What follows belongs to an exercise in optimizing a design on an open flow for small area, a short achievable clock period and few clock cycles; a production flow would make more cautious choices. The RTL was checked by simulation tests, not by an equivalence proof against the original design. Power figures rest on the tool's default switching activity, not on a simulated workload.

### flow/run.sh
#!/bin/bash
# synth_recipe.tcl (not shown) runs the flow's synth.tcl, then flattens the netlist and writes it again
# the make line also repeats each setting of config.mk as NAME=value (left out here)
make -C /OpenROAD-flow-scripts/flow DESIGN_CONFIG=/design/flow/config.mk WORK_HOME=/design/flow/orfs CLKGATE_MAP_FILE= SYNTH_SCRIPT=/design/flow/synth_recipe.tcl finish
### flow/config.mk
export PLATFORM = sky130hd
export DESIGN_NAME = np_read_req_gen
export DESIGN_NICKNAME = np_read_req_gen
export VERILOG_FILES = /design/flow/design.v
export SDC_FILE = /design/flow/constraint.sdc
export NUM_CORES = 4
export LEC_CHECK = 0
export CAP_MARGIN = 20
export CORE_MARGIN = 2
export CORE_UTILIZATION = 40
export PLACE_DENSITY = 0.6
export SLEW_MARGIN = 20
### flow/constraint.sdc
create_clock -name core_clock -period 4.5 [get_ports {clk}]
set_input_delay 0.9000 -clock core_clock [delete_from_list [all_inputs] [get_ports {clk}]]
set_output_delay 0.9000 -clock core_clock [all_outputs]
set_load 0.01 [all_outputs]
### flow/design.v
`timescale 1ns / 1ps
module non_posted_pkt_slicer(
    input         clk,
    input         rst,
    input         transferstart,	 
    input         rd_dma_start,
    input [31:0]  dmarad,
    input [31:0]  dmarxs,
    input [63:0]  dmaras,
    input [2:0]   read_req_size, 
	 input         rd_TX_des_start_one,
	 input [63:0]  TX_des_addr,
	 output reg    isDes,
    input         ack,
    output reg    go,
    output reg [31:0] dmarad_reg,
    output reg [63:0] dmaras_reg,
    output [9:0]  length,
    output        idle
);
    localparam IDLE = 4'h0; 
    localparam IDLE_WAIT = 4'h1;
    localparam START = 4'h2; 
    localparam NORMAL = 4'h3; 
    localparam CROSS = 4'h4; 
    localparam LAST = 4'h5;
    localparam WAIT_FOR_ACK = 4'h6;
    localparam REGISTER_DMA_REG = 4'h7;
	 localparam START_TX_DES_REQ = 4'h8;
    (*EQUIVALENT_REGISTER_REMOVAL="NO"*)    reg [31:0]  dmarad_new,dmarad_reg2;
    (*EQUIVALENT_REGISTER_REMOVAL="NO"*)    reg [31:0]  dmarxs_new,dmarxs_reg,
                                                        dmarxs_reg2;
    (*EQUIVALENT_REGISTER_REMOVAL="NO"*)    reg [63:0]  dmaras_new,dmaras_reg2;
    wire [31:0] dmarad_add, dmarad_term;
    wire [31:0] dmarxs_sub, dmarxs_term;
    wire [63:0] dmaras_add, dmaras_term;
    reg [3:0]   state;
    reg         update_dma_reg;
    reg         stay_2x;  
    reg [12:0]   length_byte;
    wire [63:0] dmaras_temp;
    wire        four_kb_cross;  
    (*EQUIVALENT_REGISTER_REMOVAL="NO"*)    reg [12:0] four_kb_xfer, 
                                                       four_kb_xfer2;
    wire        less_than_rrs; 
    wire [12:0] read_req_size_bytes;
    reg         last_flag;
    reg   rst_reg;
    always@(posedge clk) rst_reg <= rst;
assign read_req_size_bytes =13'h0001<<(read_req_size+7);
assign dmaras_temp = dmaras_reg + read_req_size_bytes;
assign four_kb_cross = (dmaras_temp[12] == dmaras_reg2[12]) ? 1'b0 : 1'b1;
assign less_than_rrs = (dmarxs_reg <= read_req_size_bytes) ? 1'b1 : 1'b0; 
always@(posedge clk)begin
    four_kb_xfer[12:0] <= 13'h1000 - dmaras_reg[11:0]; 
    four_kb_xfer2[12:0] <= 13'h1000 - dmaras_reg2[11:0]; 
end
  always @ (posedge clk) begin
  if (rst_reg | (~transferstart)) begin
      state <= IDLE;
      update_dma_reg <= 0;
      stay_2x <= 1'b0;
      go <= 0;
      last_flag <= 1'b0;
  end else begin
      case (state)
        IDLE : begin
           update_dma_reg <= 0;
           stay_2x <= 1'b0;
           go <= 0;
           last_flag <= 1'b0;
           if(rd_dma_start) 
             state <= IDLE_WAIT;
           else if(rd_TX_des_start_one)     
			    state <= START_TX_DES_REQ;     
			  else                            
             state <= IDLE;
           end
         IDLE_WAIT: begin  
             state <= START;
         end
			START_TX_DES_REQ: begin
			  go <= 1;   
           if(stay_2x == 1'b0)begin
              state <= START_TX_DES_REQ;
              stay_2x <= 1'b1;
           end else begin
			     last_flag <= 1;
              stay_2x <= 1'b0; 
              state <= WAIT_FOR_ACK;
           end
			end
         START : begin         
           update_dma_reg <= 0;
           stay_2x <= 1'b0;
           go <= 0;
            case ({four_kb_cross, less_than_rrs})
               2'b00:
                  state <= NORMAL;
               2'b01:
                  state <= LAST;
               2'b10:
                  state <= CROSS;
               2'b11: 
                 if(dmarxs_reg > four_kb_xfer)
                  state <= CROSS;
                 else
                  state <= LAST;
            endcase      
         end
         NORMAL : begin  
           go <= 1;   
           if(stay_2x == 1'b0)begin
              state <= NORMAL;
              stay_2x <= 1'b1;
           end else begin
              stay_2x <= 1'b0; 
              state <= WAIT_FOR_ACK;
           end
          end
         CROSS : begin  
           go <= 1;           
           if(stay_2x == 1'b0)begin
              state <= CROSS;
              stay_2x <= 1'b1;
           end else begin
              stay_2x <= 1'b0; 
              state <= WAIT_FOR_ACK;
           end
         end
         LAST : begin  
           go <= 1;          
           last_flag <= 1'b1;           
           if(stay_2x == 1'b0)begin
              state <= LAST;
              stay_2x <= 1'b1;
           end else begin
              stay_2x <= 1'b0; 
              state <= WAIT_FOR_ACK;
           end
          end
         WAIT_FOR_ACK : begin
           if(ack)begin
             update_dma_reg <= 1'b1;
             go <= 1'b0;
             if(last_flag)begin
               state <= IDLE;
             end else begin
               state <= REGISTER_DMA_REG;
             end
           end else begin 
             update_dma_reg <= 1'b0;
             go <= 1'b1;
             state <= WAIT_FOR_ACK;
           end
         end
         REGISTER_DMA_REG: begin
           update_dma_reg <= 1'b0;
           state <= IDLE_WAIT;
         end
         default : begin
           update_dma_reg <= 0;
           go <= 0;
           state <= IDLE;
         end
      endcase   
     end
    end
assign dmarad_term = (state == NORMAL) ? read_req_size_bytes : 
                     (state == CROSS)  ? four_kb_xfer : 
                     (state == LAST)   ? dmarxs_reg : 
                                         read_req_size_bytes;
assign dmarad_add = dmarad_reg2 + dmarad_term;
assign dmaras_term = (state == NORMAL) ? read_req_size_bytes : 
                     (state == CROSS)  ? four_kb_xfer2 : 
                     (state == LAST)   ? dmarxs_reg : 
                                         read_req_size_bytes;
assign dmaras_add = dmaras_reg2 + dmaras_term;
assign dmarxs_term = (state == NORMAL) ? read_req_size_bytes : 
                     (state == CROSS)  ? four_kb_xfer2 : 
                     (state == LAST)   ? dmarxs_reg : 
                                         read_req_size_bytes;
assign dmarxs_sub = dmarxs_reg2 - dmarxs_term;
always@(posedge clk)begin
   if(stay_2x)begin
           dmarad_new <= dmarad_add;
           dmaras_new <= dmaras_add;
           dmarxs_new <= dmarxs_sub;
   end
end
always@(posedge clk)begin
   if(rst_reg)begin
      dmarad_reg <= 32'h0000_0000;
      dmarxs_reg <= 32'h0000_0000;
      dmaras_reg <= 64'h0000_0000_0000_0000;
      dmarad_reg2 <= 32'h0000_0000;
      dmarxs_reg2 <= 32'h0000_0000;
      dmaras_reg2 <= 64'h0000_0000_0000_0000;      
   end else if(rd_dma_start)begin
      dmarad_reg <= dmarad;
      dmarxs_reg <= dmarxs;
      dmaras_reg <= dmaras;
      dmarad_reg2 <= dmarad;
      dmarxs_reg2 <= dmarxs;
      dmaras_reg2 <= dmaras;      
   end else if(update_dma_reg)begin
      dmarad_reg <= dmarad_new; 
      dmarxs_reg <= dmarxs_new;
      dmaras_reg <= dmaras_new;   
      dmarad_reg2 <= dmarad_new; 
      dmarxs_reg2 <= dmarxs_new;
      dmaras_reg2 <= dmaras_new;      
   end else if(rd_TX_des_start_one)begin     
	   dmaras_reg <= TX_des_addr;             
	end
end   
always@(posedge clk)begin
   if(rst_reg)
      length_byte[12:0] <= 0;
   else if(state == NORMAL)
      length_byte[12:0] <= read_req_size_bytes[12:0];
   else if (state == LAST)
      length_byte[12:0] <= dmarxs_reg2[12:0];
   else if (state == CROSS)
      length_byte[12:0] <= four_kb_xfer2[12:0];
   else if (state == START_TX_DES_REQ)       
	   length_byte[12:0] <= 13'h0020;         
	else
      length_byte <= length_byte;
end
assign length[9:0] = length_byte[11:2];  
assign idle = (state == IDLE) & ~update_dma_reg & ~rst_reg;
always@ (posedge clk)begin
   if(rst_reg)
	   isDes <= 0;
	else if ((state == NORMAL) | (state == LAST) | (state == CROSS))
	   isDes <= 0;
	else if (state == START_TX_DES_REQ)
	   isDes <= 1;
	else
	   isDes <= isDes;
end 
endmodule
`timescale 1ns / 1ps
module non_posted_pkt_builder(
    input clk,
    input rst,
    input [15:0] req_id,  
    input go,
    output reg ack,
    input [63:0] dmaras,
    input [31:0] dmarad,
    input [9:0] length,
	 input isDes,
    input [7:0] tag_value,
    input tag_gnt,
    output reg tag_inc,
    output reg [63:0] header_data_out,
    output reg header_data_wren,
    output reg [4:0] tx_waddr,
    output reg [31:0] tx_wdata,
    output reg tx_we,
    output idle
);
localparam IDLE = 4'h0; 
localparam HEAD1 = 4'h1; 
localparam HEAD2 = 4'h2;    
localparam WAIT_FOR_GO_DEASSERT = 4'h3;
localparam rsvd = 1'b0;  
localparam MRd = 5'b00000;  
localparam TC = 3'b000;     
localparam TD = 1'b0;       
localparam EP = 1'b0;       
localparam ATTR = 2'b00;      
localparam LastBE = 4'b1111;  
localparam FirstBE = 4'b1111; 
wire [1:0] fmt;
reg [3:0] state;
reg [63:0] dmaras_reg;
reg [31:0] dmarad_reg;
reg   rst_reg;
always@(posedge clk) rst_reg <= rst;
assign idle = (state == IDLE);
assign fmt[1:0] = (dmaras_reg[63:32] == 0) ? 2'b00 : 2'b01;
always@(posedge clk)begin
  if(rst_reg)begin
    dmaras_reg[63:0] <= 0;
  end else if(go)begin
    dmaras_reg <= dmaras;
  end
end
always@(posedge clk)begin
  if(rst_reg)begin
    dmarad_reg[31:0] <= 0;
  end else if(go)begin
    dmarad_reg <= dmarad;
  end
end
always @ (posedge clk) begin
  if (rst_reg) begin
      header_data_out <= 0;
      header_data_wren <= 1'b0;
      ack <= 1'b0;
      tag_inc <=1'b0;   
      tx_waddr[4:0] <= 0;
      tx_wdata[31:0] <= 0;
      tx_we <= 1'b0;
      state <= IDLE;
  end else begin
      case (state)
        IDLE : begin
           header_data_out <= 0;
           header_data_wren <= 1'b0;
           ack <= 1'b0;
           tag_inc <=1'b0;   
           tx_waddr[4:0] <= 0;
           tx_wdata[31:0] <= 0;
           tx_we <= 1'b0;
           if(go)
             state<= HEAD1;
           else
             state<= IDLE;
         end
         HEAD1 : begin
           header_data_out <= {rsvd,fmt[1:0],MRd,rsvd,TC,rsvd,rsvd,rsvd,rsvd,
                               TD,EP,ATTR,rsvd,rsvd,length[9:0],req_id[15:0],
                               tag_value[7:0],LastBE,FirstBE};
           ack <= 0;
           tag_inc <=1'b0;   
           tx_waddr[4:0] <= 0;
           tx_wdata[31:0] <= 0;
           tx_we <= 1'b0;
           if(tag_gnt == 1'b0)begin
             state <= HEAD1;
             header_data_wren <= 1'b0;
           end else begin
             header_data_wren <= 1'b1;
             state <= HEAD2;
           end
         end
         HEAD2 : begin
             header_data_out <= (fmt[0]==1'b1) 
                                ? {dmaras_reg[63:2],2'b00} 
                                : {dmaras_reg[31:2], 2'b00, dmaras_reg[63:32]};
             header_data_wren <= 1'b1;
             tx_waddr[4:0] <= tag_value[4:0];
             tx_wdata[31:0] <= {isDes,9'b0_0000_0000,dmarad_reg[27:6]};
             tx_we <= 1'b1;
             ack <= 1'b1;  
             tag_inc <=1'b1; 
             state <= WAIT_FOR_GO_DEASSERT;
         end
         WAIT_FOR_GO_DEASSERT : begin
             header_data_wren <= 1'b0;
             tx_we <= 1'b0;
             tag_inc <=1'b0; 
             ack <= 1'b0;                
             state <= IDLE;
         end
         default : begin
             header_data_out <= 0;
             header_data_wren <= 1'b0;
             ack <= 1'b0;
             tag_inc <=1'b0;  
             tx_waddr[4:0] <= 0;
             tx_wdata[31:0] <= 0;
             tx_we <= 1'b0;
             state <= IDLE;
         end
      endcase
   end
 end
endmodule
`timescale 1ns / 1ps
module non_posted_pkt_gen(
    input         clk,
    input         rst,
	 input         transferstart,
    input [63:0]  dmaras,
    input [31:0]  dmarad,
    input [31:0]  dmarxs,
    input         rd_dma_start_one,
	 input         rd_TX_des_start_one,
	 input [63:0]  TX_des_addr,
    input [2:0]   read_req_size,
    input [15:0]  req_id,
    output        non_posted_fifo_wren,
    output [63:0] non_posted_fifo_data,
    output        tag_inc,
    input         tag_gnt,
    input [7:0]   tag_value,
    output [4:0] tx_waddr,
    output [31:0] tx_wdata,
    output tx_we,
    output ready
    );
wire [31:0] dmarad_reg;
wire [63:0] dmaras_reg;
wire [9:0]  length;
wire ack,go;  
wire isDes;
wire slicer_idle, builder_idle;
assign ready = slicer_idle & builder_idle;
non_posted_pkt_slicer non_posted_pkt_slicer_inst(
                .clk(clk), 
                .rst(rst), 
					 .transferstart(transferstart),
					 .rd_TX_des_start_one(rd_TX_des_start_one), 
                .TX_des_addr(TX_des_addr),                 
					 .isDes(isDes),                             
					 .rd_dma_start(rd_dma_start_one), 
                .dmarad(dmarad), 
                .dmarxs(dmarxs), 
                .dmaras(dmaras), 
                .read_req_size(read_req_size),  
                .ack(ack), 
                .go(go), 
                .dmarad_reg(dmarad_reg[31:0]), 
                .dmaras_reg(dmaras_reg[63:0]), 
                .length(length[9:0]),
                .idle(slicer_idle)
                );
non_posted_pkt_builder non_posted_pkt_builder_inst(    
                .clk(clk),
                .rst(rst),
                .req_id(req_id[15:0]),  
                .go(go),
                .ack(ack),
                .dmaras(dmaras_reg[63:0]),
                .dmarad(dmarad_reg[31:0]),
                .length(length[9:0]),
					 .isDes(isDes),                             
                .tag_value(tag_value[7:0]),
                .tag_gnt(tag_gnt),
                .tag_inc(tag_inc),
                .header_data_out(non_posted_fifo_data[63:0]),
                .header_data_wren(non_posted_fifo_wren),
                .tx_waddr(tx_waddr[4:0]),
                .tx_wdata(tx_wdata[31:0]),
                .tx_we(tx_we),
                .idle(builder_idle)
                );
endmodule
`timescale 1ns / 1ps
module tag_generator(
    input clk,
    input rst,
    output reg np_tag_gnt,
    input np_tag_inc,
    output [7:0] tag_value,
    input [31:0] completion_pending);
reg   rst_reg;
reg [4:0] tag_value_i;
always@(posedge clk) rst_reg <= rst;
always@(posedge clk)begin
  if(completion_pending[tag_value_i[4:0]])
     np_tag_gnt <= 1'b0;
  else
     np_tag_gnt <= 1'b1;
end
assign tag_value[7:0] = {3'b000,tag_value_i[4:0]};
  always@(posedge clk)begin   
    if(rst_reg)begin
       tag_value_i[4:0] <= 5'b00000;
    end else if(np_tag_inc)begin
       tag_value_i <= tag_value_i + 1;
    end
  end
endmodule
`timescale 1ns / 1ps
module np_read_req_gen(
    input         clk,
    input         rst,
    input         transferstart,
    input         rd_dma_start_one,
    input  [63:0] dmaras,
    input  [31:0] dmarad,
    input  [31:0] dmarxs,
    input         rd_TX_des_start_one,
    input  [63:0] TX_des_addr,
    input  [2:0]  read_req_size,
    input  [15:0] req_id,
    input  [31:0] completion_pending,
    output        ready,
    output        non_posted_fifo_wren,
    output [63:0] non_posted_fifo_data,
    output [4:0]  tx_waddr,
    output [31:0] tx_wdata,
    output        tx_we
    );
wire       tag_inc, tag_gnt;
wire [7:0] tag_value;
non_posted_pkt_gen non_posted_pkt_gen_inst(
    .clk(clk),
    .rst(rst),
    .transferstart(transferstart),
    .dmaras(dmaras),
    .dmarad(dmarad),
    .dmarxs(dmarxs),
    .rd_dma_start_one(rd_dma_start_one),
    .rd_TX_des_start_one(rd_TX_des_start_one),
    .TX_des_addr(TX_des_addr),
    .read_req_size(read_req_size),
    .req_id(req_id),
    .non_posted_fifo_wren(non_posted_fifo_wren),
    .non_posted_fifo_data(non_posted_fifo_data),
    .tag_inc(tag_inc),
    .tag_gnt(tag_gnt),
    .tag_value(tag_value),
    .tx_waddr(tx_waddr),
    .tx_wdata(tx_wdata),
    .tx_we(tx_we),
    .ready(ready)
    );
tag_generator tag_generator_inst(
    .clk(clk),
    .rst(rst),
    .np_tag_gnt(tag_gnt),
    .np_tag_inc(tag_inc),
    .tag_value(tag_value),
    .completion_pending(completion_pending)
    );
endmodule
==> results by group, run 1 <==
Route
  – Initial DRC count: 2058
  – Drt first pass iters: 5
  – Routed via count: roughly 24000
  – Total Wirelength: 93.60 mm
  – Vias per inst: 5.560
  – WL/cell: 21.38 µm
  – Routed Antenna Nets: 0
  – Drt drc: 0

Final layout
  – Share of layout cells above drive strength 1: 7.934%
  – Post-route cell area: roughly 0.034 mm²
  – Util after Layout: 51.06%
  – Inserted Diodes: 0
  – Layout area overhead: 26.17%
  – NumNets Final: about 3800
  – Leading cell type in the layout, fill and taps excluded: nor2_1
  – Most frequent cells in the layout: nor2_1, dfxtp_1, a21oi_1

Logic synthesis
  – Post-Syn Area: ~0.027 mm²
  – Synth cell types: 77
  – Average size of a mapped cell: about 8.8 µm²
  – Cells after Synth: a little over 3000
  – Dominant cell type by area after synthesis: dfxtp_1
  – Post-synth EDFFs: 124
  – FF+latch count, synth: 544
  – Top-area cell type share of the netlist area: a little under a third
  – Top_reg_cell synth: dfxtp_1
  – Async SR Flop Fraction: 0%
  – Post-synthesis sequential area ratio: between 40 and 50%
  – Top cells by area, synth: dfxtp_1, edfxtp_1, nor2_1, a21oi_1, ha_1
  – Yosys Warn Count: 3

Floorplan
  – Ports: between 300 and 400
  – Core ar.: just under 0.07 mm²
  – Initial Utilization: between 40% and 50%
  – Die W: roughly 260 µm
  – Die Span Y: roughly 260 µm
  – Site row count: between 90 and 100
  – Die Area: roughly 0.07 mm²

Timing
  – F_max: 236.2 MHz
  – RSZ-0062 raised after global routing: no
  – Clock skew: 0.02414 ns
  – Setup violators final: 0
  – Tcrit/Tclk final: 94.09%
  – Slew @ Worst Pin: 1.088 ns
  – Fin Hold WS: roughly 0.44 ns
  – Min Tclk post-route: about 4.2 ns
  – Final worst-path setup slack: 0.2658 ns
  – Hold Vio Cnt, Final: 0
  – Relative slew slack: between 20 and 30%
  – Final Slew Violations: 0

GRT
  – Largest net degree at the start of global routing: between 200 and 250
  – Grt ovf: 0
  – First-pass GRT wire length: roughly 140 mm
  – Number of global-route vias before repair: ~23000
  – Initial antenna violation count: 5
  – Tot GR Track Use: between 20% and 30%

Setup path
  – Critical path class: flip-flop to flip-flop
  – Worst path bufs/invs: 2
  – Startpoint types: flip-flop
  – Crit path cell chain: nand2b_1 > nor2_1 > buf_4 > nand2_1 > ha_1 > nand4_1 > a2111oi_0 > buf_4 > nor2_1 > a21boi_0 > o21a_1 > o21ai_0 > a22oi_1 > mux2i_1 > o2111ai_1
  – CP peak stage delay: 0.63 ns
  – CP Data Arrival Time: 4.61 ns
  – Crit path max-delay family: compound AO/OA/AOI/OAI gates
  – WP data required: about 4.9 ns
  – Element type at the critical path end: flip-flop
  – Crit-path slowest cell: a2111oi_0
  – CP max FO: 13

Clock network
  – Hold-fix buffers, CTS: 0
  – Total CTS buffers: 61
  – Clock latency at the later pin of the worst-skew pair: roughly 0.65 ns
  – Worst-case clock buffer depth: 3
  – Clock sink count: 544
  – Worst-path clk slew: approximately 0.060 ns
  – CTS HTree Levels: 2
  – Root Buffer: clkbuf_16
  – Post-CTS sizing: 0
  – CTS tree: done
  – Setup bufs post-CTS: 0

Power
  – Maximum vdd drop: approximately 0.27 mV
  – Net load switching power: ~3100 µW
  – Pwr/cell area: roughly 350 mW/mm²
  – Sw Ratio: approximately 26%
  – Comb pwr share: 11.8%
  – Leakage: around 0.014 µW
  – Pint: slightly below 9000 µW
  – Register share of total power: between 40 and 50%
  – Clock power frac: roughly 43%

Placement
  – RD Place Congestion: between 0.9 and 1
  – Port Buffers: around 340
  – DP Wirelength: 69.66 mm
  – DP Worst Slack: -0.2291 ns
  – DP Area: ~0.032 mm²

Job
  – Max-Cap Viols: 0

Min path
  – Hold WC Path Type: flip-flop to flip-flop

Run status
  – Status: finished clean
-- synthesized netlist by cell type, drive strengths merged (4+ instances only) --
| cell type | count |
|---|---|
| buf | 43 |
| and2 | 14 |
| nor3b | 6 |
| nand4 | 18 |
| xor2 | 52 |
| a31o | 4 |
| ha | 135 |
| a21o | 63 |
| nor3 | 30 |
| a221oi | 7 |
| clkbuf | 147 |
| nor4 | 24 |
| mux4 | 10 |
| a31oi | 12 |
| mux2i | 148 |
| or2 | 5 |
| edfxtp | 124 |
| or3 | 7 |
| inv | 90 |
| nor2b | 21 |
| a22oi | 97 |
| a21oi | 342 |
| o211ai | 9 |
| nand3b | 11 |
| o21a | 16 |
| nor2 | 546 |
| nand2 | 231 |
| nand2b | 20 |
| a2111oi | 4 |
| o21ai | 141 |
| xnor2 | 80 |
| nand3 | 28 |
| and3 | 20 |
| dfxtp | 420 |
| a211oi | 75 |
| o21bai | 12 |
| a21boi | 14 |
-- per-layer routing --
| layer | vias to the layer above | GRT usage [%] | part of all wire, % |
|---|---|---|---|
| met5 | - | 0 | 0.052 |
| met4 | 8 | 9.589 | 3.7 |
| met3 | 176 | 4.793 | 7.5 |
| met2 | 862 | 39.78 | 44 |
| met1 | 11690 | 36.17 | 45 |
| li1 | 11600 | - | - |
-- final cells by class --
cell class,instances,area [µm²]
Fill cell,6187,32920
Clock buffer,95,1847
Clock inverter,21,272.8
Multi-Input combinational cell,2273,14110
Inverter,90,337.8
Tap cell,873,1092
Sequential cell,544,12150
Timing Repair Buffer,481,4546
-- power groups by stage --
stage               combinational (µW)  sequential (µW)  clock (µW)
floorplan                          827             5380           0
global placement                  1380             5460           0
detailed placement                1400             5460           0
CTS                               1410             5360        5280
global route                      1560             5370        5500
finish                            1420             5360        5210
-- through the flow --
| step | power, µW | TNS [ns] | cells |
|---|---|---|---|
| after floorplan | 6209 | 0 | 3097 |
| after global placement | 6836 | -1.042 | 4261 |
| after CTS | 12050 | 0 | 4377 |
| final | 11990 | 0 | 4377 |
| after global routing | 12430 | 0 | 4377 |
| after detailed placement | 6863 | -1.363 | 4261 |
-- final timing paths --
| check | start | to | slack (ns) | depth (start not counted) |
|---|---|---|---|---|
| max | flip-flop | flip-flop | 0.27 | 15 |
| min | flip-flop | flip-flop | 0.44 | 0 |
| max reg2reg | flip-flop | flip-flop | 0.27 | 15 |
| min reg2reg | flip-flop | flip-flop | 0.44 | 0 |
-- worst register-to-register path: cells and delay by family, from the launching register on --
kind,cells,cell delay [ns]
compound gates,6,1.52
buf+inv,2,0.50
flops,1,0.31
fa+ha+maj,1,0.47
simple gates,5,0.96
mux,1,0.22
-- cell families after synthesis --
group	synth area share [%]
mux	6.268
buf+inv	4.026
simple gates	15.56
compound gates	18.89
xor+xnor	4.246
other cells	0.02758
flops	44.56
fa+ha+maj	6.424
Testbench counts, summed over its fixed seeds: cycles 200,680.
==> run 2: changes to the inputs <==
==> flow/design.v (replaced) <==
`timescale 1ns / 1ps
module np_read_req_gen(
    input         clk,
    input         rst,
    input         transferstart,
    input         rd_dma_start_one,
    input  [63:0] dmaras,
    input  [31:0] dmarad,
    input  [31:0] dmarxs,
    input         rd_TX_des_start_one,
    input  [63:0] TX_des_addr,
    input  [2:0]  read_req_size,
    input  [15:0] req_id,
    input  [31:0] completion_pending,
    output        ready,
    output        non_posted_fifo_wren,
    output [63:0] non_posted_fifo_data,
    output [4:0]  tx_waddr,
    output [31:0] tx_wdata,
    output        tx_we
    );
reg        rdy, s_calc, s_w1, s_w2;
reg        des;           
reg        last;          
reg        ok;            
reg        fmt;           
reg [63:2] a;             
reg [27:2] d;             
reg [31:2] n;             
reg [12:2] fkb;           
reg [12:2] L;             
reg [4:0]  T;             
wire start_dma = rdy & rd_dma_start_one;
wire start_des = rdy & rd_TX_des_start_one;
wire fire1 = s_w1 & ok;   
wire [12:2] R = 11'd1 << ({1'b0, read_req_size} + 4'd5);
wire nR = (n <= {19'd0, R});
wire nF = (n[31:13] == 19'd0) & (n[12:2] <= fkb);
wire FR = (fkb <= R);
wire lst = nR & nF;
wire [12:2] Lnx = lst ? n[12:2] : (FR ? fkb : R);
wire [12:2] lo_sum = {1'b0, a[11:2]} + {1'b0, L[11:2]};
wire        inc = lo_sum[12] | L[12];
wire [63:12] hi_sum = a[63:12] + {51'd0, inc};
wire        c32 = inc & (&a[31:12]);
wire [63:0] ld_addr = rd_dma_start_one ? dmaras : TX_des_addr;
always @(posedge clk) begin
    if (rst) begin
        rdy <= 1'b1;
        s_calc <= 1'b0;
        s_w1 <= 1'b0;
        s_w2 <= 1'b0;
    end else begin
        if (start_dma) begin
            rdy <= 1'b0;
            s_calc <= 1'b1;
        end else if (start_des) begin
            rdy <= 1'b0;
            s_w1 <= 1'b1;
        end
        if (s_calc) begin
            s_calc <= 1'b0;
            if (transferstart) s_w1 <= 1'b1;
            else rdy <= 1'b1;
        end
        if (s_w1) begin
            if (ok) begin
                s_w1 <= 1'b0;
                s_w2 <= 1'b1;
            end else if (!transferstart) begin
                s_w1 <= 1'b0;
                rdy <= 1'b1;
            end
        end
        if (s_w2) begin
            s_w2 <= 1'b0;
            if (last | ~transferstart) rdy <= 1'b1;
            else s_w1 <= 1'b1;
        end
    end
end
always @(posedge clk) begin
    if (s_w2) T <= T + 5'd1;
    ok <= ~completion_pending[s_w2 ? T + 5'd1 : T];
    if (start_dma | start_des) begin
        a <= ld_addr[63:2];
        fmt <= |ld_addr[63:32];
    end else if (s_w2) begin
        a <= {hi_sum, lo_sum[11:2]};
        if (c32) fmt <= ~(&a[63:32]);
    end
    if (start_dma) d <= dmarad[27:2];
    else if (s_w2) d <= d + {15'd0, L};
    if (start_dma | start_des) des <= start_des;
    if (start_dma) begin
        n <= dmarxs[31:2];
        fkb <= 11'd1024 - {1'b0, dmaras[11:2]};
    end else if (fire1) begin
        n <= n - {19'd0, L};
        fkb <= (fkb == L) ? 11'd1024 : fkb - L;
    end
    if (start_des) begin
        L <= 11'd8;
        last <= 1'b1;
    end else if (s_calc | s_w2) begin
        L <= Lnx;
        last <= lst;
    end else if (s_w1 & ~transferstart) begin
        last <= 1'b1;
    end
end
wire [63:0] word1 = {1'b0, 1'b0, fmt, 5'b0, 1'b0, 3'b0, 4'b0, 1'b0, 1'b0, 2'b00, 2'b00,
                     L[11:2], req_id, 3'b000, T, 4'hF, 4'hF};
wire [63:0] word2 = fmt ? {a[63:2], 2'b00} : {a[31:2], 2'b00, 32'h0};
assign ready = rdy;
assign non_posted_fifo_wren = fire1 | s_w2;
assign non_posted_fifo_data = s_w2 ? word2 : word1;
assign tx_we = s_w2;
assign tx_waddr = T;
assign tx_wdata = {des, 9'b0, d[27:6]};
endmodule
==> flow/flow/run.sh (new file) <==
#!/bin/bash
# Standard layout, with small drive-2 buffers on the ports instead of the default delay buffers.
set -euo pipefail
export BUFFER_PORTS_ARGS="-buffer_cell sky130_fd_sc_hd__buf_2"
bash standard.sh > standard_flow.log 2>&1
==> flow/standard.sh (new file) <==
#!/bin/bash
# synth_recipe.tcl (not shown) runs the flow's synth.tcl, then flattens the netlist and writes it again
# the make line also repeats each setting of config.mk as NAME=value (left out here)
make -C /OpenROAD-flow-scripts/flow DESIGN_CONFIG=/design/flow/config.mk WORK_HOME=/design/flow/orfs CLKGATE_MAP_FILE= SYNTH_SCRIPT=/design/flow/synth_recipe.tcl "${@:-finish}"
removed: flow/run.sh
==> results by group, run 2 <==
Clock network
  – Total CTS buffers: 17 (-72%)
  – Clock sink count: 153 (-72%)
  – Post-CTS sizing: 0 (unchanged)
  – Worst-path clk slew: 0.08 ns (+0.02 ns)
  – Root Buffer: clkbuf_16
  – Clock latency at the later pin of the worst-skew pair: 0.44 ns (-0.21 ns)
  – Worst-case clock buffer depth: 2 (-1)
  – CTS tree: done
  – Setup bufs post-CTS: 0 (unchanged)
  – CTS HTree Levels: 4 (+2)
  – Hold-fix buffers, CTS: 0 (unchanged)

GRT
  – Number of global-route vias before repair: 11290 (-52%)
  – Tot GR Track Use: 24.16% (-1.7 points)
  – First-pass GRT wire length: 62.98 mm (-55%)
  – Grt ovf: 0 (unchanged)
  – Initial antenna violation count: 4 (-1)
  – Largest net degree at the start of global routing: 70 (-66%)

Power
  – Pwr/cell area: 414.9 mW/mm² (+19%)
  – Leakage: 0.006727 µW (-51%)
  – Maximum vdd drop: 0.2500 mV (-7.0%)

Logic synthesis
  – Post-synth EDFFs: 131 (+5.6%)
  – Most common cell in the netlist: nand2_1
  – Dominant cell type by area after synthesis: edfxtp_1
  – Top cells by area, synth: edfxtp_1, ha_1, mux2i_1, xnor2_1, o21ai_0
  – Async SR Flop Fraction: 0% (unchanged)
  – Post-Syn Area: 0.01286 mm² (-53%)
  – Average size of a mapped cell: 8.785 µm² (-0.72%)
  – Post-synthesis sequential area ratio: 34.01% (-11 points)
  – Synth cell types: 70 (-9.1%)
  – Post-synth top cells: nand2_1, edfxtp_1, nor2_1
  – Top-area cell type share of the netlist area: 30.59% (-0.29 points)
  – Top_reg_cell synth: edfxtp_1
  – Yosys Warn Count: 1 (-2)
  – FF+latch count, synth: 153 (-72%)
  – Cells after Synth: 1464 (-52%)

Timing
  – Fin Hold WS: 0.5276 ns (+0.08323 ns)
  – Setup violators final: 0 (unchanged)
  – Final Slew Violations: 0 (unchanged)
  – Final worst-path setup slack: 0.4388 ns (+0.1730 ns)
  – Slew @ Worst Pin: 1.077 ns (-0.01111 ns)
  – Hold Vio Cnt, Final: 0 (unchanged)
  – Setup TNS: 0 ns (unchanged)
  – F_max: 246.2 MHz (+4.3%)
  – Tcrit/Tclk final: 90.25% (-3.8 points)
  – RSZ-0062 raised after global routing: no
  – Min Tclk post-route: 4.061 ns (-0.1730 ns)
  – Relative slew slack: 27.91% (+0.48 points)
  – Clock skew: 0.01516 ns (-0.008979 ns)

Setup path
  – CP startpoint: a[2]$_DFFE_PP_
  – Startpoint types: flip-flop
  – Crit path cell chain: ha_1 > fa_1 > a21o_1 > a21oi_1 > o21ai_0 > nand2_1 > o21ai_0 > ha_1 > ha_1 > and4_1 > nand2_1 > or4_4 > nor3_2 > nand4_1 > xor2_1 > a21oi_1
  – Reg2reg start: a[2]$_DFFE_PP_
  – Critical path class: flip-flop to flip-flop
  – CP Data Arrival Time: 4.24 ns (-0.37 ns)
  – CP max FO: 6 (-7)
  – WP data required: 4.68 ns (-0.20 ns)
  – Crit path max-delay family: simple AND/OR/NAND/NOR gates
  – Element type at the critical path end: flip-flop
  – CP peak stage delay: 0.57 ns (-0.06 ns)
  – Crit-path most repeated cell: ha_1
  – Worst path bufs/invs: 0 (-2)
  – Crit-path slowest cell: or4_4

Floorplan
  – Die Area: 0.03360 mm² (-52%)
  – Site row count: 65 (-32%)
  – Core ar.: 0.03164 mm² (-53%)
  – Die Span Y: 183.3 µm (-31%)
  – Initial Utilization: 40.65% (+0.18 points)
  – Ports: 352 (unchanged)
  – Die W: 183.3 µm (-31%)

Min path
  – Min-delay src: s_calc$_SDFF_PP0_
  – Hold WC Path Type: flip-flop to flip-flop

Final layout
  – NumNets Final: 2080 (-46%)
  – Share of layout cells above drive strength 1: 23.21% (+15 points)
  – Regs by FF count: a x62, n x30, d x26
  – Most frequent cells in the layout: buf_2, nand2_1, edfxtp_1
  – Layout area overhead: 19.39%
  – Max reg flops: between 60 and 70
  – Post-route cell area: 0.01535 mm² (-55%)
  – Non-Filler Instances: 2165 (-51%)
  – Leading cell type in the layout, fill and taps excluded: buf_2
  – Largest reg by FF count: a

Placement
  – DP Area: 0.01474 mm² (-54%)
  – DP Wirelength: 32.17 mm (-54%)
  – RD Place Congestion: 0.8754 (-7.8%)
  – DP Cell Count: 2131 (-50%)
  – DP Worst Slack: 0.4880 ns (+0.7171 ns)
  – Port Buffers: 330 (-2.4%)

Route
  – Vias per inst: 5.519 (-0.73%)
  – Routed Antenna Nets: 0 (unchanged)
  – WL/cell: 19.19 µm (-10%)
  – Total Wirelength: 41.54 mm (-56%)
  – Routed via count: 11950 (-51%)
  – Initial DRC count: 836 (-59%)
  – Drt first pass iters: 5 (unchanged)
  – Drt drc: 0 (unchanged)

Run status
  – Status: finished clean

Job
  – Max-Cap Viols: 0 (unchanged)
run 2: changes by cell type in the layout (fill, tap and decap cells not counted), sizes merged, moves of 81 or more:
cell	before	now
clkdlybuf4s50	337	0
dfxtp	420	22
nand2	231	150
a21oi	342	106
nor2	546	116
buf	144	347
a22oi	97	2
run 2: stage by stage:
stage	total power [µW]	utilization [%]
finish	6371	48.53
global route	6798	48.53
CTS	6384	48.42
detailed placement	4895	46.58
global placement	4843	46.58
floorplan	4080	-
run 2: area by class of cell:
type / instances / area [µm²]
Fill cell: 3120 / 16280
Multi-Input combinational cell: 1164 / 7826
Sequential cell: 153 / 4375
Timing Repair Buffer: 348 / 1819
Tap cell: 402 / 503.0
Clock buffer: 17 / 425.4
Inverter: 65 / 244.0
Clock inverter: 15 / 158.9
Antenna cell: 1 / 2.502
run 2: worst paths after layout:
path         slack [ns]           endpoint  depth (start not counted)
max reg2reg        0.44    a[60]$_DFFE_PP_                         16
max                0.44    a[60]$_DFFE_PP_                         16
min reg2reg        0.53  s_calc$_SDFF_PP0_                          1
min                0.53  s_calc$_SDFF_PP0_                          1
run 2: kinds of logic after synthesis:
family                     after synthesis  share of synthesized area [%]
adders and majority gates               83                          8.308
buffers and inverters                  164                          5.905
muxes                                   98                          8.756
and+or+nand+nor                        518                          19.97
other                                    2                        0.05839
AOI/OAI and AO/OA                      334                          15.36
xor gates and xnor gates               112                          7.627
DFF                                    153                          34.01
run 2: power by group:
part | total (µW) | leakage, µW | internal, µW | switching [µW]
clock network | 1480 | 0.000286 | 788 | 690
logic | 2600 | 0.00500 | 1140 | 1460
registers | 2290 | 0.00145 | 1930 | 359
run 2: metal layers:
| metal | share of wire [%] | vias to the layer above | track usage [%] |
|---|---|---|---|
| met1 | 43 | 5622 | 31.55 |
| met4 | 2.5 | 6 | 7.392 |
| met2 | 48 | 398 | 40.29 |
| met5 | 0.091 | - | 0 |
| met3 | 6.3 | 56 | 4.925 |
| li1 | - | 5866 | - |
Testbench counts of run 2, summed over its fixed seeds: cycles 52,910.
==> run 3: changes to the inputs <==
--- a/flow/config.mk
+++ b/flow/config.mk
@@ -7,2 +7,3 @@
 export LEC_CHECK = 0
+export ABC_CLOCK_PERIOD_IN_PS = 2000
 export CAP_MARGIN = 20
@@ -11,2 +12,3 @@
 export PLACE_DENSITY = 0.6
+export SETUP_SLACK_MARGIN = 2.0
 export SLEW_MARGIN = 20
==> results by group, run 3 <==
Clock network
  – CTS HTree Levels: 4 (unchanged)
  – Worst-path clk slew: 0.07 ns (about the same)
  – Clock latency at the later pin of the worst-skew pair: 0.45 ns (about the same)
  – CTS tree: done
  – Root Buffer: clkbuf_16
  – Worst-case clock buffer depth: 2 (unchanged)
  – Total CTS buffers: 17 (unchanged)
  – Clock sink count: 153 (unchanged)

Logic synthesis
  – Async SR Flop Fraction: 0% (unchanged)
  – FF+latch count, synth: 153 (unchanged)
  – Dominant cell type by area after synthesis: edfxtp_1
  – Top cells by area, synth: edfxtp_1, ha_1, mux2i_1, xnor2_1, o21ai_0
  – Most common cell in the netlist: nand2_1
  – Average size of a mapped cell: 8.785 µm² (unchanged)
  – Post-Syn Area: 0.01286 mm² (unchanged)
  – Post-synth EDFFs: 131 (unchanged)
  – Synth cell types: 70 (unchanged)
  – Yosys Warn Count: 1 (unchanged)
  – Post-synth top cells: nand2_1, edfxtp_1, nor2_1
  – Cells after Synth: 1464 (unchanged)
  – Post-synthesis sequential area ratio: 34.01% (unchanged)
  – Top_reg_cell synth: edfxtp_1
  – Top-area cell type share of the netlist area: 30.59% (unchanged)

Floorplan
  – Die Area: 0.03360 mm² (unchanged)
  – Die W: 183.3 µm (unchanged)
  – Ports: 352 (unchanged)
  – Site row count: 65 (unchanged)
  – Core ar.: 0.03164 mm² (unchanged)
  – Initial Utilization: 40.65% (unchanged)
  – Die Span Y: 183.3 µm (unchanged)

Timing
  – Setup TNS: 0 ns (unchanged)
  – Slew @ Worst Pin: 0.9637 ns (-0.1136 ns)
  – F_max: 294.6 MHz (+20%)
  – Clock skew: 0.01810 ns (+0.002938 ns)
  – Min Tclk post-route: 3.395 ns (-0.6664 ns)
  – Final Slew Violations: 0 (unchanged)
  – Fin Hold WS: 0.5652 ns (+0.03761 ns)
  – Tcrit/Tclk final: 75.44% (-15 points)
  – Setup violators final: 0 (unchanged)
  – RSZ-0062 raised after global routing: yes
  – Hold Vio Cnt, Final: 0 (unchanged)
  – Relative slew slack: 35.51% (+7.6 points)

Placement
  – DP Wirelength: 32.31 mm (+0.43%)
  – RD Place Congestion: 0.8607 (-1.7%)
  – Port Buffers: 330 (unchanged)
  – DP Area: 0.01482 mm² (+0.59%)

Setup path
  – Startpoint types: flip-flop
  – WP data required: 4.68 ns (about the same)
  – Register-to-Register Setup Slack: 1.11 ns (+0.67 ns)
  – Element type at the critical path end: flip-flop
  – CP max FO: 4 (-2)
  – Worst reg2reg endpoint: a[26]$_DFFE_PP_
  – CP Data Arrival Time: 3.58 ns (-0.66 ns)
  – Reg2reg start: a[2]$_DFFE_PP_
  – Critical path class: flip-flop to flip-flop
  – FF-to-FF path depth: 18 (+2)

GRT
  – Number of global-route vias before repair: 12100 (+7.2%)
  – Global Route met1 Usage: 31.76% (+0.21 points)
  – First-pass GRT wire length: 67.65 mm (+7.4%)
  – GRT met2 Usage: 46.12% (+5.8 points)
  – Tot GR Track Use: 26.20% (+2.0 points)
  – Initial antenna violation count: 5 (+1)
  – Met3 Use GR: 4.408% (-0.52 points)
  – Largest net degree at the start of global routing: 66 (-5.7%)
  – Grt ovf: 0 (unchanged)
  – Gr busiest metal: met2

Route
  – Routed Antenna Nets: 0 (unchanged)
  – Drt drc: 0 (unchanged)
  – WL/cell: 20.63 µm (+7.5%)
  – Routed via count: 12870 (+7.7%)
  – Total Wirelength: 46.94 mm (+13%)
  – Vias per inst: 5.655 (+2.5%)
  – Drt first pass iters: 5 (unchanged)
  – Initial DRC count: 919 (+9.9%)

Final layout
  – Share of layout cells above drive strength 1: 37.73% (+15 points)
  – Post-route cell area: 0.01804 mm² (+17%)
  – NumNets Final: 2189 (+5.2%)
  – Leading cell type in the layout, fill and taps excluded: buf_2
  – Multi-input logic area: 0.009024 mm² (+15%)
  – Register Area: 0.004398 mm² (+0.51%)
  – Largest reg by FF count: a
  – Filler cell count: 2801 (-10%)
  – Most frequent cells in the layout: buf_2, nand2_1, edfxtp_1
  – Regs by FF count: a x62, n x30, d x26
  – Layout area overhead: 40.24%
  – Max reg flops: 62 (unchanged)
  – Util after Layout: 57.01% (+8.5 points)

Min path
  – Hold path endpoint: s_calc$_SDFF_PP0_
  – Hold-critical path depth: 1 (unchanged)
  – Min-delay src: s_calc$_SDFF_PP0_
  – Hold WC Path Type: flip-flop to flip-flop

Power
  – Maximum vdd drop: 0.2446 mV (-2.1%)
  – Leakage: 0.007748 µW (+15%)
  – Tot Pwr: 7277 µW (+14%)
  – Pwr/cell area: 403.5 mW/mm² (-2.8%)

Job
  – Max-Cap Viols: 0 (unchanged)

Run status
  – Status: finished clean
-- run 3: cell counts after synthesis --
Identical to the previous run, type by type.
-- run 3: report_power, final --
part / switching, µW / internal (µW)
registers: 403 / 1940
logic: 1800 / 1610
clock network: 692 / 833
-- run 3: worst max-delay path by stage --
stage	to	slack, ns	startpoint
CTS	a[60]$_DFFE_PP_	1.13	a[2]$_DFFE_PP_
finish	a[26]$_DFFE_PP_	1.11	a[2]$_DFFE_PP_
global placement	a[62]$_DFFE_PP_	0.92	L[2]$_SDFFE_PP0N_
global route	a[42]$_DFFE_PP_	0.94	a[2]$_DFFE_PP_
detailed placement	a[62]$_DFFE_PP_	0.88	L[2]$_SDFFE_PP0N_
floorplan	a[60]$_DFFE_PP_	1.34	a[2]$_DFFE_PP_
-- run 3: layout make-up --
cell class	instances	area share, %
Antenna cell	2	0.02775
Sequential cell	153	24.38
Clock buffer	17	2.359
Timing Repair inverter	1	0.04162
Inverter	65	1.394
Clock inverter	15	0.9157
Tap cell	402	2.789
Multi-Input combinational cell	1166	50.03
Timing Repair Buffer	454	18.06
-- run 3: repair_timing --
| item | in CTS | in global routing |
|---|---|---|
| hold buffers | 0 | 0 |
| gates cloned | 12 | 4 |
| setup buffers | 61 | 39 |
| gates resized for setup | 182 | 185 |
| pin swaps | 67 | 100 |
| endpoints found under the setup margin | 224 | 219 |
-- run 3: worst max-delay path, stage by stage, from the launching register on --
cell and delay (ns):
edfxtp_1 0.40, ha_2 0.20, fa_2 0.34, a21o_1 0.20, a21oi_2 0.16, o21ai_1 0.08, nand2_1 0.11, o21ai_2 0.07
ha_2 0.22, ha_4 0.16, and4_4 0.15, buf_4 0.13, buf_6 0.11, buf_6 0.11, and3_1 0.20, and3_1 0.19
xor2_1 0.13, nor2_1 0.10, a21oi_1 0.05
-- run 3: layer usage --
layer	wire [µm]	share of wire [%]
met5	40	0.085
met4	1700	3.6
met1	18650	40
met2	23280	50
met3	3267	7.0
-- run 3: logic make-up after synthesis --
kind of cell    synth area share, %
xor+xnor                      7.627
compound gates                15.36
mux                           8.756
buf+inv                       5.905
simple gates                  19.97
fa+ha+maj                     8.308
other cells                 0.05839
flops                         34.01
-- run 3: stage by stage --
step | setup slack (ns) | instances
global route | 0.9440 | 2273
global placement | 0.9247 | 2125
CTS | 1.127 | 2230
finish | 1.105 | 2275
floorplan | 1.342 | 1481
detailed placement | 0.8831 | 2125
==> run 4: changes to the inputs <==
==> flow/run.sh (new file) <==
#!/bin/bash
# synth_recipe.tcl (not shown) runs the flow's synth.tcl, then flattens the netlist and writes it again
# the make line also repeats each setting of config.mk as NAME=value (left out here)
make -C /OpenROAD-flow-scripts/flow DESIGN_CONFIG=/design/flow/config.mk WORK_HOME=/design/flow/orfs CLKGATE_MAP_FILE= SYNTH_SCRIPT=/design/flow/synth_recipe.tcl finish
--- a/flow/config.mk
+++ b/flow/config.mk
@@ -7,3 +7,2 @@
 export LEC_CHECK = 0
-export ABC_CLOCK_PERIOD_IN_PS = 2000
 export CAP_MARGIN = 20
@@ -12,3 +11,2 @@
 export PLACE_DENSITY = 0.6
-export SETUP_SLACK_MARGIN = 2.0
 export SLEW_MARGIN = 20
removed: flow/flow/run.sh
removed: flow/standard.sh
==> results by group, run 4 <==
Final layout
  – Layout area overhead: 32.45%
  – Max reg flops: 62 (unchanged)
  – Regs by FF count: a x62, n x30, d x26
  – Largest reg by FF count: a
  – Multi-input logic area: 0.007819 mm² (-13%)
  – Share of layout cells above drive strength 1: 4.695% (-33 points)
  – NumNets Final: 2086 (-4.7%)
  – Most frequent cells in the layout: clkdlybuf4s50_1, nand2_1, edfxtp_1
  – Filler cell count: 2964 (+5.8%)
  – Non-Filler Instances: 2171 (-4.6%)
  – Leading cell type in the layout, fill and taps excluded: clkdlybuf4s50_1
  – Register Area: 0.004375 mm² (-0.51%)

Route
  – Routed Antenna Nets: 0 (unchanged)
  – Drt first pass iters: 5 (unchanged)
  – Drt drc: 0 (unchanged)
  – Initial DRC count: 853 (-7.2%)
  – WL/cell: 20.26 µm (-1.8%)
  – Total Wirelength: 43.98 mm (-6.3%)
  – Vias per inst: 5.563 (-1.6%)
  – Routed via count: 12080 (-6.1%)

Setup path
  – CP startpoint: a[2]$_DFFE_PP_
  – Crit path cell chain: ha_1 > fa_1 > a21o_1 > a21oi_1 > o21ai_0 > nand2_1 > o21ai_0 > ha_1 > ha_1 > and4_1 > nand2_1 > or4_4 > nor3_2 > nand4_1 > xor2_1 > a21oi_1
  – CP peak stage delay: 0.57 ns (+0.17 ns)
  – Critical path class: flip-flop to flip-flop
  – Element type at the critical path end: flip-flop
  – FF-to-FF path depth: 16 (-2)
  – CP Data Arrival Time: 4.21 ns (+0.63 ns)
  – Startpoint types: flip-flop
  – Crit-path most repeated cell: ha_1
  – Reg2reg start: a[2]$_DFFE_PP_
  – CP max FO: 6 (+2)
  – Crit-path slowest cell: or4_4
  – WP data required: 4.66 ns (-0.02 ns)

Min path
  – Hold-critical path depth: 1 (unchanged)
  – Hold WC Path Type: flip-flop to flip-flop
  – Min-delay src: s_calc$_SDFF_PP0_

Clock network
  – Worst-path clk slew: 0.07 ns (about the same)
  – Clock latency at the later pin of the worst-skew pair: 0.43 ns (-0.02 ns)
  – Worst-case clock buffer depth: 2 (unchanged)
  – Setup bufs post-CTS: 0 (-100%)
  – CTS tree: done
  – CTS HTree Levels: 4 (unchanged)
  – Post-CTS sizing: 0 (-100%)
  – Root Buffer: clkbuf_16
  – Clock sink count: 153 (unchanged)
  – Hold-fix buffers, CTS: 0 (unchanged)
  – Total CTS buffers: 17 (unchanged)

GRT
  – Grt ovf: 0 (unchanged)
  – First-pass GRT wire length: 66.04 mm (-2.4%)
  – Number of global-route vias before repair: 11650 (-3.8%)
  – Met3 Use GR: 4.627% (+0.22 points)
  – Initial antenna violation count: 1 (-4)
  – Gr busiest metal: met2
  – Tot GR Track Use: 25.52% (-0.68 points)
  – Largest net degree at the start of global routing: 63 (-4.5%)
  – Global Route met1 Usage: 33.87% (+2.1 points)
  – GRT met2 Usage: 42.18% (-3.9 points)

Placement
  – DP Cell Count: 2138 (+0.61%)
  – DP Wirelength: 34.53 mm (+6.9%)
  – Port Buffers: 330 (unchanged)
  – RD Place Congestion: 0.8847 (+2.8%)

Floorplan
  – Die Span Y: 183.3 µm (unchanged)
  – Ports: 352 (unchanged)
  – Site row count: 65 (unchanged)
  – Die W: 183.3 µm (unchanged)
  – Core ar.: 0.03164 mm² (unchanged)
  – Initial Utilization: 40.65% (unchanged)
  – Die Area: 0.03360 mm² (unchanged)

Logic synthesis
  – Async SR Flop Fraction: 0% (unchanged)
  – Post-Syn Area: 0.01286 mm² (unchanged)
  – Post-synth EDFFs: 131 (unchanged)
  – Synth cell types: 70 (unchanged)
  – Cells after Synth: 1464 (unchanged)
  – Dominant cell type by area after synthesis: edfxtp_1
  – Post-synthesis sequential area ratio: 34.01% (unchanged)
  – Most common cell in the netlist: nand2_1
  – Top_reg_cell synth: edfxtp_1
  – Top cells by area, synth: edfxtp_1, ha_1, mux2i_1, xnor2_1, o21ai_0
  – FF+latch count, synth: 153 (unchanged)
  – Top-area cell type share of the netlist area: 30.59% (unchanged)
  – Yosys Warn Count: 1 (unchanged)
  – Average size of a mapped cell: 8.785 µm² (unchanged)
  – Post-synth top cells: nand2_1, edfxtp_1, nor2_1

Power
  – Maximum vdd drop: 0.1794 mV (-27%)
  – Pwr/cell area: 391.9 mW/mm² (-2.9%)
  – Leakage: 0.006688 µW (-14%)

Timing
  – Tcrit/Tclk final: 89.93% (+14 points)
  – Setup TNS: 0 ns (unchanged)
  – Setup violators final: 0 (unchanged)
  – RSZ-0062 raised after global routing: no
  – Relative slew slack: 30.43% (-5.1 points)
  – Slew @ Worst Pin: 1.040 ns (+0.07605 ns)
  – Min Tclk post-route: 4.047 ns (+0.6520 ns)
  – Final Slew Violations: 0 (unchanged)
  – Clock skew: 0.01897 ns (+0.0008666 ns)
  – F_max: 247.1 MHz (-16%)
  – Hold Vio Cnt, Final: 0 (unchanged)

Run status
  – Status: finished clean

Job
  – Max-Cap Viols: 0 (unchanged)
==> run 4: cell counts after synthesis <==
No cell type changed its count.
==> run 4: worst paths after layout <==
check	slack, ns	to
setup / recovery	0.45	a[60]$_DFFE_PP_
hold / removal	0.52	s_calc$_SDFF_PP0_
setup reg to reg	0.45	a[60]$_DFFE_PP_
hold reg to reg	0.52	s_calc$_SDFF_PP0_
==> run 4: layout make-up <==
cell class	count	share of cell area, %
flip-flops and latches	153	25.68
repair buffers	354	20.43
multi-input cells	1164	45.90
inverters	65	1.432
diodes	1	0.01469
well taps	402	2.953
clock inverters	12	1.021
clock buffers	20	2.563
==> run 4: report_power, final <==
| group | total (µW) | switching (µW) | internal [µW] |
|---|---|---|---|
| logic | 2830 | 1480 | 1350 |
| registers | 2300 | 367 | 1940 |
| clock network | 1540 | 614 | 930 |
| total | 6680 | 2460 | 4210 |
==> run 4: worst max-delay path, delay by kind of cell, from the launching register on <==
family                   cells  cell delay, ns
XOR/XNOR                     1            0.16
AND/OR/NAND/NOR              6            1.55
adder cells (fa/ha/maj)      4            0.87
flip-flops                   1            0.39
AO/OA/AOI/OAI                5            0.83
==> run 4: per-layer routing <==
layer / vias to the layer above / share of wire, %
met4: 2 / 2.6
met3: 58 / 7.2
met1: 5720 / 43
met2: 426 / 47
li1: 5872 / -
met5: - / 0.030
==> run 4: per-stage QoR <==
step | power [µW] | hold WS [ns] | utilization [%] | area [µm²] | worst slack [ns]
6_report | 6677 | 0.5175 | 53.85 | 17040 | 0.4532
4_1_cts | 6691 | 0.5169 | 53.84 | 17030 | 0.4654
2_1_floorplan | 4080 | 0.4669 | - | 12920 | 0.2530
5_1_grt | 7112 | 0.5486 | 53.84 | 17030 | 0.2275
3_3_place_gp | 5087 | 0.5031 | 51.91 | 16420 | 0.5323
3_5_place_dp | 5137 | 0.5078 | 51.91 | 16420 | 0.4881
==> run 4: cell families after synthesis <==
family,after synthesis,synth area share [%]
and+or+nand+nor,518,19.97
AOI/OAI and AO/OA,334,15.36
buffers and inverters,164,5.905
DFF,153,34.01
xor gates and xnor gates,112,7.627
muxes,98,8.756
adders and majority gates,83,8.308
other,2,0.05839

[what the ideal ports hide]
The results above use ideal ports. As a check the final layouts listed here were re-extracted and re-timed, cells and wires unchanged. Step 1: set_driving_cell puts a clkbuf_16 on clk and a buf_2 on each other input, an assumption about the parent block. Step 2 times the ports against the registers' clock, not the clock port: input delays grow and output delays shrink by t, the midpoint of the rising clock arrivals with the driver on. Slacks: no drivers / after step 1 / after step 2; pairs: no drivers / after step 1.
run | t (ns) | setup WS [ns] | worst hold slack (ns) | worst data-port slew with drivers (ns) | pins driven straight from the clock port
run 1 | 0.700 | 0.266 / 0.266 / -0.398 | 0.444 / 0.444 / 0.444 | 0.09 | 1
run 2 | 0.480 | 0.439 / 0.439 / 0.439 | 0.528 / 0.528 / 0.528 | 0.08 | 1
run 3 | 0.484 | 1.105 / 1.105 / 1.105 | 0.565 / 0.565 / 0.565 | 0.07 | 1
run 4 | 0.466 | 0.453 / 0.453 / 0.389 | 0.517 / 0.517 / 0.517 | 0.09 | 1
Met with ideal ports but missed after step 2: setup timing in run 1. The setup slack of run 1, which loses most, moves by 0.000 ns with the drivers and by -0.664 ns with both steps.
